Background: an optimization exercise with open tools, aiming at small area, a short achievable clock period and few clock cycles. Do not read the settings as production practice. Only simulation tests tie the RTL to the original design; equivalence was not proved.

08-24:
==> flow/design.v <==
`timescale 1ns / 1ps
module mux_2_1(out, select, in1, in2);
parameter width = 5;
	output [width-1:0] out;
	input select;
	input [width-1:0] in1;
	input [width-1:0] in2;
	assign out = select ? in2:in1;
endmodule
`timescale 1ns / 1ps
module mux_3_1(out, select, in1, in2, in3);
parameter width = 5;
	output reg [width-1:0] out;
	input [1:0] select;
	input [width-1:0] in1;
	input [width-1:0] in2;
	input [width-1:0] in3;
	always@(select or in1 or in2 or in3)
	begin
		if(select == 2'b00)
			out <= in1;
		else if(select == 2'b01)
			out <= in2;
		else if(select == 2'b10)
			out <= in3;
		else
			out <= 1'b0;
	end
endmodule
`timescale 1ns / 1ps
module Ideal_ALU(A, Y, rdata, add, sub, slt, ld, tl, th, R, eq);
	input  [31:0] A, Y, rdata;
	input  add, sub, slt, ld;
	input  [3:0] tl, th;
	output [31:0] R;
	output eq;
	wire [31:0] sum = A + (Y ^ {32{sub}}) + {31'b0, sub};
	wire lt = (A[31] ^ Y[31]) ? A[31] : sum[31];
	wire [31:0] na = ~A, ny = ~Y;
	wire [31:0] lg_lo = ({32{tl[3]}} & A & Y) | ({32{tl[2]}} & A & ny) | ({32{tl[1]}} & na & Y) | ({32{tl[0]}} & na & ny);
	wire [31:0] lg_hi = ({32{th[3]}} & A & Y) | ({32{th[2]}} & A & ny) | ({32{th[1]}} & na & Y) | ({32{th[0]}} & na & ny);
	wire [31:0] lg = {lg_hi[31:16], lg_lo[15:0]};
	assign R = ({32{(add | sub) & ~slt}} & sum) | {31'b0, slt & lt} | ({32{ld}} & rdata) | lg;
	assign eq = (A == Y);
endmodule
module nbit_register_file(clk, we, waddr, wdata, raddr1, rdata1, raddr2, rdata2);
	input clk, we;
	input [4:0] waddr, raddr1, raddr2;
	input [31:0] wdata;
	output reg [31:0] rdata1, rdata2;
	reg [31:0] register_file [0:31];
	wire [31:0] dec1 = 32'b1 << raddr1;
	wire [31:0] dec2 = 32'b1 << raddr2;
	integer i;
	always @(*) begin
		rdata1 = 32'b0;
		rdata2 = 32'b0;
		for (i = 0; i < 32; i = i + 1) begin
			rdata1 = rdata1 | ({32{dec1[i]}} & register_file[i]);
			rdata2 = rdata2 | ({32{dec2[i]}} & register_file[i]);
		end
	end
	always @(posedge clk)
		if (we)
			register_file[waddr] <= wdata;
endmodule
`timescale 1ns / 1ps
module FSM(
	input [31:0] instr,
	output j,         
	output wr,        
	output swi,       
	output br,        
	output bne,       
	output add,       
	output sub,       
	output slt,       
	output ld,        
	output [3:0] tl,  
	output [3:0] th,  
	output yimm,      
	output [31:0] yval,
	output rr1,       
	output rr2        
	);
	wire [5:0] op = instr[31:26];
	wire [15:0] imm = instr[15:0];
	wire [2:0] f = op[2:0];
	assign rr1 = (op[5:3] == 3'b010) | (op[5:3] == 3'b110) | (op[5:3] == 3'b100);
	assign rr2 = (op[5:3] == 3'b010) | (op[5:3] == 3'b110);
	assign j   = (op == 6'b000001);
	assign br  = (op[5:4] == 2'b10);
	assign bne = op[0];
	wire lwi = (op == 6'b111011);
	assign swi = (op == 6'b111100);
	wire li  = (op == 6'b111001);
	wire lui = (op == 6'b111010);
	wire alu = op[4] & ~lwi & ~swi & ~li & ~lui;    
	assign wr = op[4] & ~swi;
	assign ld  = lwi;
	assign add = alu & (f == 3'd2);
	assign sub = alu & ((f == 3'd3) | (f == 3'd7));
	assign slt = alu & (f == 3'd7);
	reg [3:0] t;
	always @(*) begin
		case (f)
			3'd0: t = 4'b1100;     
			3'd1: t = 4'b0011;     
			3'd4: t = 4'b1110;     
			3'd5: t = 4'b1000;     
			3'd6: t = 4'b0110;     
			default: t = 4'b0000;
		endcase
	end
	assign tl = li ? 4'b1010 : lui ? 4'b1100 : alu ? t : 4'b0000;
	assign th = li ? 4'b1100 : lui ? 4'b1010 : alu ? t : 4'b0000;
	wire sx = (f == 3'd2) | (f == 3'd3) | (f == 3'd7);
	assign yimm = (alu & op[5]) | li | lui;
	assign yval = li  ? {16'b0, imm} :
	              lui ? {imm, 16'b0} :
	              {{16{sx & imm[15]}}, imm};
endmodule
`timescale 1ns / 1ps
module CPU(
	input clk,
	input rst,
	output [31:0] PC_OUT,
	input [31:0] instr,
	output [15:0] dmem_addr,
	output [31:0] dmem_wdata,
	output dmem_we,
	input [31:0] dmem_rdata
	);
	reg [31:0] PC;
	assign PC_OUT = PC;
	reg [31:0] A2;        
	reg [31:0] Y2;        
	reg [15:0] imm2;      
	reg [4:0]  dest2;     
	reg        wr2;       
	reg        swi2;      
	reg        br2;       
	reg        bne2;      
	reg        add2;      
	reg        sub2;      
	reg        slt2;      
	reg        ld2;       
	reg [3:0]  tl2;       
	reg [3:0]  th2;       
	wire [4:0] rs = instr[25:21];
	wire [4:0] rt = instr[20:16];
	wire [4:0] rd = instr[15:11];
	wire [15:0] imm = instr[15:0];
	wire d_j, d_wr, d_swi, d_br, d_bne, d_add, d_sub, d_slt, d_ld, d_yimm, d_rr1, d_rr2;
	wire [3:0] d_tl, d_th;
	wire [31:0] d_yval;
	FSM dec (
		.instr(instr),
		.j(d_j), .wr(d_wr), .swi(d_swi), .br(d_br), .bne(d_bne),
		.add(d_add), .sub(d_sub), .slt(d_slt), .ld(d_ld),
		.tl(d_tl), .th(d_th),
		.yimm(d_yimm), .yval(d_yval),
		.rr1(d_rr1), .rr2(d_rr2)
	);
	wire [4:0] selA = d_rr1 ? rt : rs;
	wire [4:0] selB = d_rr2 ? rd : rs;
	wire [31:0] res;
	wire eq;
	Ideal_ALU alu (
		.A(A2), .Y(Y2), .rdata(dmem_rdata),
		.add(add2), .sub(sub2), .slt(slt2), .ld(ld2), .tl(tl2), .th(th2),
		.R(res), .eq(eq)
	);
	wire taken = br2 & (eq ^ bne2);
	wire wen = wr2;
	wire [31:0] rfA, rfB;
	nbit_register_file regFile (
		.clk(clk),
		.we(wen), .waddr(dest2), .wdata(res),
		.raddr1(selA), .rdata1(rfA),
		.raddr2(selB), .rdata2(rfB)
	);
	wire fwdA = wen & (dest2 == selA);
	wire fwdB = wen & (dest2 == selB) & ~d_yimm;
	wire [31:0] A_next = fwdA ? res : rfA;
	wire [31:0] Y_next = fwdB ? res : (d_yimm ? d_yval : rfB);
	wire [31:0] PCp1 = PC + 32'd1;
	wire [31:0] target = PC + {{16{imm2[15]}}, imm2};
	always @(posedge clk) begin
		if (rst)
			PC <= 32'b0;
		else if (taken)
			PC <= target;
		else if (d_j)
			PC <= {PCp1[31:26], instr[25:0]};
		else
			PC <= PCp1;
	end
	wire kill = rst | taken;
	always @(posedge clk) begin
		A2    <= A_next;
		Y2    <= Y_next;
		imm2  <= imm;
		dest2 <= rs;
		bne2  <= d_bne;
		add2  <= d_add;
		sub2  <= d_sub;
		slt2  <= d_slt;
		ld2   <= d_ld;
		tl2   <= d_tl;
		th2   <= d_th;
		wr2   <= d_wr  & ~kill;
		swi2  <= d_swi & ~kill;
		br2   <= d_br  & ~kill;
	end
	assign dmem_addr = imm2;
	assign dmem_wdata = Y2;
	assign dmem_we = swi2;
endmodule
export LEC_CHECK = 0
export CAP_MARGIN = 20
export CORE_MARGIN = 2
export CORE_UTILIZATION = 45
export PLACE_DENSITY = 0.6
export SETUP_SLACK_MARGIN = 3.0
export SLEW_MARGIN = 20
create_clock -name core_clock -period 6.5 [get_ports {clk}]
run.sh (not shown) runs the stock make flow with config.mk's settings and CLKGATE_MAP_FILE= SYNTH_SCRIPT=/design/flow/synth_recipe.tcl, a recipe that flattens the netlist after the stock synthesis.
08-24 completed; timing, DRC and antenna clean
Testbench counts of 08-24, summed over its fixed seeds: cycles 33,423.
> inputs changed (08-24 -> 01-18)
-- flow/design.v --
<<< 08-24, line 44
	assign eq = (A == Y);
endmodule
module nbit_register_file(clk, we, waddr, wdata, raddr1, rdata1, raddr2, rdata2);
	input clk, we;
	input [4:0] waddr, raddr1, raddr2;
	input [31:0] wdata;
	output reg [31:0] rdata1, rdata2;
	reg [31:0] register_file [0:31];
	wire [31:0] dec1 = 32'b1 << raddr1;
	wire [31:0] dec2 = 32'b1 << raddr2;
	integer i;
	always @(*) begin
>>> 01-18, line 44
	assign eq = (A == Y);
endmodule
module nbit_register_file(clk, we, wdata, raddr1, rdata1, raddr2, rdata2);
	input clk;
	input [31:0] we;       
	input [31:0] raddr1, raddr2;    
	input [31:0] wdata;
	output reg [31:0] rdata1, rdata2;
	reg [31:0] register_file [0:31];
	wire [31:0] dec1 = raddr1;
	wire [31:0] dec2 = raddr2;
	integer i;
	always @(*) begin
<<< 08-24, line 62
	end
	always @(posedge clk)
		if (we)
			register_file[waddr] <= wdata;
endmodule
`timescale 1ns / 1ps
>>> 01-18, line 63
	end
	always @(posedge clk)
		for (i = 0; i < 32; i = i + 1)
			if (we[i])
				register_file[i] <= wdata;
endmodule
`timescale 1ns / 1ps
<<< 08-24, line 137
	reg [31:0] Y2;        
	reg [15:0] imm2;      
	reg [4:0]  dest2;     
	reg        wr2;       
	reg        swi2;      
	reg        br2;       
	reg        bne2;      
	reg        add2;      
	reg        sub2;      
>>> 01-18, line 139
	reg [31:0] Y2;        
	reg [15:0] imm2;      
	reg [31:0] we2;       
	reg        swi2;      
	reg        br2;       
	reg        bne2;      
	reg        pred2;     
	reg        add2;      
	reg        sub2;      
<<< 08-24, line 163
		.rr1(d_rr1), .rr2(d_rr2)
	);
	wire [4:0] selA = d_rr1 ? rt : rs;
	wire [4:0] selB = d_rr2 ? rd : rs;
	wire [31:0] res;
	wire eq;
>>> 01-18, line 165
		.rr1(d_rr1), .rr2(d_rr2)
	);
	wire [31:0] dec_rs = 32'b1 << rs;
	wire [31:0] dec_rt = 32'b1 << rt;
	wire [31:0] dec_rd = 32'b1 << rd;
	wire [31:0] selA = d_rr1 ? dec_rt : dec_rs;
	wire [31:0] selB = d_rr2 ? dec_rd : dec_rs;
	wire [31:0] res;
	wire eq;
<<< 08-24, line 172
		.R(res), .eq(eq)
	);
	wire taken = br2 & (eq ^ bne2);
	wire wen = wr2;
	wire [31:0] rfA, rfB;
	nbit_register_file regFile (
		.clk(clk),
		.we(wen), .waddr(dest2), .wdata(res),
		.raddr1(selA), .rdata1(rfA),
		.raddr2(selB), .rdata2(rfB)
	);
	wire fwdA = wen & (dest2 == selA);
	wire fwdB = wen & (dest2 == selB) & ~d_yimm;
	wire [31:0] A_next = fwdA ? res : rfA;
	wire [31:0] Y_next = fwdB ? res : (d_yimm ? d_yval : rfB);
	wire [31:0] PCp1 = PC + 32'd1;
	wire [31:0] target = PC + {{16{imm2[15]}}, imm2};
	always @(posedge clk) begin
		if (rst)
>>> 01-18, line 177
		.R(res), .eq(eq)
	);
	wire taken = br2 & (eq ^ bne2 ^ pred2);
	wire kill = rst | taken;
	wire [31:0] d_we = {32{d_wr & ~kill}} & dec_rs;
	wire [31:0] rfA, rfB;
	nbit_register_file regFile (
		.clk(clk),
		.we(we2), .wdata(res),
		.raddr1(selA), .rdata1(rfA),
		.raddr2(selB), .rdata2(rfB)
	);
	wire fwdA = |(we2 & selA);
	wire fwdB = |(we2 & selB) & ~d_yimm;
	wire [31:0] A_next = fwdA ? res : rfA;
	wire [31:0] Y_next = fwdB ? res : (d_yimm ? d_yval : rfB);
	wire [31:0] PCp1 = PC + 32'd1;
	wire d_pred = d_br & imm[15];
	wire [32:0] ptarget_c = {PC, 1'b1} + {{16{imm[15]}}, imm, 1'b1};
	wire [31:0] ptarget = ptarget_c[32:1];
	wire [31:0] offs = {{16{imm2[15]}}, imm2} ^ {32{pred2}};
	wire [32:0] target_c = {PC, pred2} + {offs, pred2};
	wire [31:0] target = target_c[32:1];
	always @(posedge clk) begin
		if (rst)
<<< 08-24, line 194
		else if (d_j)
			PC <= {PCp1[31:26], instr[25:0]};
		else
			PC <= PCp1;
	end
	wire kill = rst | taken;
	always @(posedge clk) begin
		A2    <= A_next;
		Y2    <= Y_next;
		imm2  <= imm;
		dest2 <= rs;
		bne2  <= d_bne;
		add2  <= d_add;
		sub2  <= d_sub;
>>> 01-18, line 205
		else if (d_j)
			PC <= {PCp1[31:26], instr[25:0]};
		else if (d_pred)
			PC <= ptarget;
		else
			PC <= PCp1;
	end
	always @(posedge clk) begin
		A2    <= A_next;
		Y2    <= Y_next;
		imm2  <= imm;
		bne2  <= d_bne;
		pred2 <= d_pred;
		add2  <= d_add;
		sub2  <= d_sub;
<<< 08-24, line 210
		tl2   <= d_tl;
		th2   <= d_th;
		wr2   <= d_wr  & ~kill;
		swi2  <= d_swi & ~kill;
		br2   <= d_br  & ~kill;
>>> 01-18, line 222
		tl2   <= d_tl;
		th2   <= d_th;
		we2   <= d_we;
		swi2  <= d_swi & ~kill;
		br2   <= d_br  & ~kill;
[summary]
Compared with 08-24, 01-18 shows a area of combinational cells with multiple inputs that is 12% higher.
Diff 08-24 -> 01-18: global-route usage went down, initial antenna violation count went down, count of placed standard cells in the final layout, fillers left out went up, worst setup slack went up, met2 layer wire length in the routed design went down.
Against 08-24 as the reference, 01-18 delivers a higher area enclosed by the die boundary.
Of 01-18 and 08-24, the lower horizontal die dimension belongs to 08-24.
A origin of the worst setup path of Y2[0] is what 08-24 shows, while instr[14] belongs to 01-18.
In the tables for 01-18 and 08-24, routability-driven placement congestion ratio reads higher with 08-24.
STATUS run=01-18 STAGES=ALL_DONE FINAL_CHECKS=FAILED CAUSE=capacitance limit, slew limit
Taking 08-24 as the reference point, the number of nets at the end of the flow of 01-18 falls by about 0.37%.
Testbench counts of 01-18, summed over its fixed seeds: cycles 32,316.

[static timing again, ports no longer ideal]
In the flow no input, the clock included, has a driving cell. The finished layouts below were timed again as built, in two steps. Step 1 sets driving cells, clkbuf_16 on the clock port and buf_2 on the other inputs (assumed; they add their load-dependent delay and slew). Step 2 adds t to the input delays and takes it off the output delays; t is the mean of the earliest and latest rising clock arrival at the registers after step 1. Input paths then give back, and output paths get back, about the clock's delay inside the block. Three values: ideal, step 1, step 2; two values: the first two.
run | shift t [ns] | setup slack, ns | pins driven straight from the clock port
08-24 | 0.858 | 2.667 / 2.667 / 2.101 | 1
01-18 | 0.807 | 2.688 / 2.724 / 1.917 | 1
The setup slack of 01-18, which loses most, moves by +0.036 ns with the drivers and by -0.771 ns with both steps.
